Context: an optimization exercise on an open-source flow, tuned for small area. The choices shown serve that exercise and are no tape-out recipe. Where RTL was checked, it was by simulation tests only, not by an equivalence proof against the original. Power is estimated from default activity; no workload was simulated.

## Top
module Top(input clk, input reset,
    output io_in_ready,
    input  io_in_valid,
    input [31:0] io_in_bits,
    input [4:0] io_in_tag,
    input  io_out_ready,
    output io_out_valid,
    output[31:0] io_out_bits,
    output[4:0] io_out_tag,
    input  io_pcIn_valid,
    input  io_pcIn_bits_request,
    input [15:0] io_pcIn_bits_moduleId,
    input [7:0] io_pcIn_bits_portId,
    input [15:0] io_pcIn_bits_pcValue,
    input [3:0] io_pcIn_bits_pcType,
    output io_pcOut_valid,
    output io_pcOut_bits_request,
    output[15:0] io_pcOut_bits_moduleId,
    output[7:0] io_pcOut_bits_portId,
    output[15:0] io_pcOut_bits_pcValue,
    output[3:0] io_pcOut_bits_pcType);
Size in the first run: ~170 I/O pins, roughly 11,000 um2 of cells after synthesis.
==> module Top, before the edit <==
module Top(input clk, input reset,
    output io_in_ready,
    input  io_in_valid,
    input [31:0] io_in_bits,
    input [4:0] io_in_tag,
    input  io_out_ready,
    output io_out_valid,
    output[31:0] io_out_bits,
    output[4:0] io_out_tag,
    input  io_pcIn_valid,
    input  io_pcIn_bits_request,
    input [15:0] io_pcIn_bits_moduleId,
    input [7:0] io_pcIn_bits_portId,
    input [15:0] io_pcIn_bits_pcValue,
    input [3:0] io_pcIn_bits_pcType,
    output io_pcOut_valid,
    output io_pcOut_bits_request,
    output[15:0] io_pcOut_bits_moduleId,
    output[7:0] io_pcOut_bits_portId,
    output[15:0] io_pcOut_bits_pcValue,
    output[3:0] io_pcOut_bits_pcType);
  reg [4:0] st0, st1;
  reg [2:0] ss;
  reg lg_in, lg_out, lg_rep;
  reg recv0, recv1;
  reg [31:0] d0, d1;
  reg [4:0] t0, t1;
  wire r0 = st0 == 5'd0;
  wire r1 = st1 == 5'd0;
  wire f0 = st0 == 5'd29;
  wire f1 = st1 == 5'd29;
  wire g0 = st0 == 5'd30;
  wire g1 = st1 == 5'd30;
  wire v0 = st0 == 5'd31;
  wire v1 = st1 == 5'd31;
  wire iv0 = io_in_valid & ~(r1 & ~lg_in);
  wire iv1 = io_in_valid & (~lg_in | ~r0);
  wire fire0 = iv0 & r0;
  wire fire1 = iv1 & r1;
  assign io_in_ready = r0 | r1;
  wire ch = (v1 & ~lg_out) | ~v0;
  wire ord0 = io_out_ready & ~(v1 & ~lg_out);
  wire ord1 = io_out_ready & (~lg_out | ~v0);
  wire leave0 = v0 & ord0;
  wire leave1 = v1 & ord1;
  assign io_out_valid = v0 | v1;
  assign io_out_bits = ch ? d1 : d0;
  assign io_out_tag = ch ? t1 : t0;
  wire sv = ss == 3'd7;
  wire sr = ss == 3'd0;
  wire req = f0 | f1;
  wire rep0 = sv & lg_rep;
  wire rep1 = sv & ~lg_rep;
  wire [31:0] inc = {io_in_bits[31:1] + 31'd1, io_in_bits[0]};
  always @(posedge clk) begin
    if (reset) begin
      st0 <= 5'd0;
      st1 <= 5'd0;
      ss <= 3'd0;
      lg_in <= 1'b0;
      lg_out <= 1'b0;
      lg_rep <= 1'b0;
    end else begin
      if (r0) begin
        if (fire0) st0 <= 5'd5;
      end else if (!(g0 & ~(rep0 | recv0)) && !(v0 & ~ord0))
        st0 <= st0 + 5'd1;
      if (r1) begin
        if (fire1) st1 <= 5'd5;
      end else if (!(g1 & ~(rep1 | recv1)) && !(v1 & ~ord1))
        st1 <= st1 + 5'd1;
      if (sr) begin
        if (req) ss <= 3'd3;
      end else
        ss <= ss + 3'd1;
      if (io_in_valid & (r0 | r1)) lg_in <= (r1 & ~lg_in) | ~r0;
      if ((v0 | v1) & io_out_ready) lg_out <= ch;
      if (sv) lg_rep <= ~lg_rep;
    end
    recv0 <= f0 & rep0;
    recv1 <= f1 & rep1;
    if (fire0) begin d0 <= inc; t0 <= io_in_tag; end
    if (fire1) begin d1 <= inc; t1 <= io_in_tag; end
  end
  reg [15:0] is0, os0, is1, os1, iss;
  reg pv1, pq1, pv2, pq2, pv3, pq3;
  reg [15:0] pm1, pm2, pm3, pval1, pval2, pval3;
  reg [7:0] pp1, pp2, pp3;
  reg [3:0] pt1, pt2, pt3;
  wire hit1 = io_pcIn_valid & io_pcIn_bits_request & (io_pcIn_bits_moduleId == 16'd3);
  wire clr1 = io_pcIn_valid & io_pcIn_bits_request & (io_pcIn_bits_pcType == 4'd2);
  wire hit2 = pv1 & pq1 & (pm1 == 16'd4);
  wire clr2 = pv1 & pq1 & (pt1 == 4'd2);
  wire hit3 = pv2 & pq2 & (pm2 == 16'd5);
  wire clr3 = pv2 & pq2 & (pt2 == 4'd2);
  wire [15:0] c_is0, c_os0, c_is1, c_os1, c_iss;
  assign c_is0[0] = iv0 & ~r0;
  assign c_os0[0] = v0 & ~ord0;
  assign c_is1[0] = iv1 & ~r1;
  assign c_os1[0] = v1 & ~ord1;
  assign c_iss[0] = req & ~sr;
  genvar k;
  generate
    for (k = 1; k < 16; k = k + 1) begin : carry
      assign c_is0[k] = c_is0[k-1] & is0[k-1];
      assign c_os0[k] = c_os0[k-1] & os0[k-1];
      assign c_is1[k] = c_is1[k-1] & is1[k-1];
      assign c_os1[k] = c_os1[k-1] & os1[k-1];
      assign c_iss[k] = c_iss[k-1] & iss[k-1];
    end
  endgenerate
  wire port1_0 = io_pcIn_bits_portId == 8'd1;
  wire port1_1 = pp1 == 8'd1;
  wire port1_2 = pp2 == 8'd1;
  always @(posedge clk) begin
    if (reset) begin
      pv1 <= 1'b0;
      pv2 <= 1'b0;
      pv3 <= 1'b0;
    end else begin
      pv1 <= io_pcIn_valid;
      pv2 <= pv1;
      pv3 <= pv2;
    end
    pq1 <= io_pcIn_bits_request & ~hit1;
    pm1 <= io_pcIn_bits_moduleId;
    pp1 <= io_pcIn_bits_portId;
    pt1 <= io_pcIn_bits_pcType;
    pval1 <= ({16{hit1 & port1_0}} & is0) | ({16{hit1 & ~port1_0}} & os0) | ({16{~hit1}} & io_pcIn_bits_pcValue);
    pq2 <= pq1 & ~hit2;
    pm2 <= pm1;
    pp2 <= pp1;
    pt2 <= pt1;
    pval2 <= ({16{hit2 & port1_1}} & is1) | ({16{hit2 & ~port1_1}} & os1) | ({16{~hit2}} & pval1);
    pq3 <= pq2 & ~hit3;
    pm3 <= pm2;
    pp3 <= pp2;
    pt3 <= pt2;
    pval3 <= ({16{hit3 & port1_2}} & iss) | ({16{~hit3}} & pval2);
    is0 <= (is0 ^ c_is0) & {16{~(reset | clr1)}};
    os0 <= (os0 ^ c_os0) & {16{~(reset | clr1)}};
    is1 <= (is1 ^ c_is1) & {16{~(reset | clr2)}};
    os1 <= (os1 ^ c_os1) & {16{~(reset | clr2)}};
    iss <= (iss ^ c_iss) & {16{~(reset | clr3)}};
  end
  assign io_pcOut_valid = pv3;
  assign io_pcOut_bits_request = pq3;
  assign io_pcOut_bits_moduleId = pm3;
  assign io_pcOut_bits_portId = pp3;
  assign io_pcOut_bits_pcValue = pval3;
  assign io_pcOut_bits_pcType = pt3;
endmodule
Settings: LEC_CHECK=0, CAP_MARGIN=20, CORE_MARGIN=2, CORE_UTILIZATION=40, SLEW_MARGIN=20; clock period 4.0 ns.
run.sh (not shown) runs the stock make flow with config.mk's settings and CLKGATE_MAP_FILE= SYNTH_SCRIPT=/design/flow/synth_recipe.tcl, a recipe that flattens the netlist after the stock synthesis.
Change:
--- a/flow/design.v
+++ b/flow/design.v
@@ -92,24 +92,29 @@
   wire hit2 = pv1 & pq1 & (pm1 == 16'd4);
   wire clr2 = pv1 & pq1 & (pt1 == 4'd2);
   wire hit3 = pv2 & pq2 & (pm2 == 16'd5);
   wire clr3 = pv2 & pq2 & (pt2 == 4'd2);
-  wire [15:0] c_is0, c_os0, c_is1, c_os1, c_iss;
-  assign c_is0[0] = iv0 & ~r0;
-  assign c_os0[0] = v0 & ~ord0;
-  assign c_is1[0] = iv1 & ~r1;
-  assign c_os1[0] = v1 & ~ord1;
-  assign c_iss[0] = req & ~sr;
+  wire [15:0] p_is0, p_os0, p_is1, p_os1, p_iss;
+  assign p_is0[0] = 1'b1;
+  assign p_os0[0] = 1'b1;
+  assign p_is1[0] = 1'b1;
+  assign p_os1[0] = 1'b1;
+  assign p_iss[0] = 1'b1;
   genvar k;
   generate
     for (k = 1; k < 16; k = k + 1) begin : carry
-      assign c_is0[k] = c_is0[k-1] & is0[k-1];
-      assign c_os0[k] = c_os0[k-1] & os0[k-1];
-      assign c_is1[k] = c_is1[k-1] & is1[k-1];
-      assign c_os1[k] = c_os1[k-1] & os1[k-1];
-      assign c_iss[k] = c_iss[k-1] & iss[k-1];
+      assign p_is0[k] = p_is0[k-1] & is0[k-1];
+      assign p_os0[k] = p_os0[k-1] & os0[k-1];
+      assign p_is1[k] = p_is1[k-1] & is1[k-1];
+      assign p_os1[k] = p_os1[k-1] & os1[k-1];
+      assign p_iss[k] = p_iss[k-1] & iss[k-1];
     end
   endgenerate
+  wire [15:0] c_is0 = p_is0 & {16{iv0 & ~r0}};
+  wire [15:0] c_os0 = p_os0 & {16{v0 & ~ord0}};
+  wire [15:0] c_is1 = p_is1 & {16{iv1 & ~r1}};
+  wire [15:0] c_os1 = p_os1 & {16{v1 & ~ord1}};
+  wire [15:0] c_iss = p_iss & {16{req & ~sr}};
   wire port1_0 = io_pcIn_bits_portId == 8'd1;
   wire port1_1 = pp1 == 8'd1;
   wire port1_2 = pp2 == 8'd1;
   always @(posedge clk) begin
After rerunning: Design area drops by 3.1%. Total power falls by 6.7%. Worst setup slack improved by 230 ps. Die area rose by 4.9%. Critical path depth decreases by 14. Non-clock buffer count decreases by 32.
The RTL of the first run of this note was laid out without a check of its function.

==> separate check: timing with driven ports <==
No port has a modelled driver above. Below, the same layouts with a new extraction and two added sets of constraints. Step 1: set_driving_cell puts a clkbuf_16 on clk and a buf_2 on each other input, an assumption about the parent block. Step 2 also shifts input and output timing later by t, the mid clock arrival at the registers, as if the neighbouring blocks saw the same clock. a / b / c = ideal ports / drivers / drivers and shift; a / b = the first two.
| run | t, ns | setup slack, ns | latest minus earliest clock arrival (ns) |
|---|---|---|---|
| the first run | 0.595 | 0.041 / 0.041 / -0.413 | 0.013 / 0.013 |
| the second run | 0.599 | 0.272 / 0.222 / 0.702 | 0.011 / 0.011 |
Met with ideal ports but missed after step 2: setup timing in the first run. The setup slack of the first run, which loses most, moves by 0.000 ns with the drivers and by -0.454 ns with both steps.
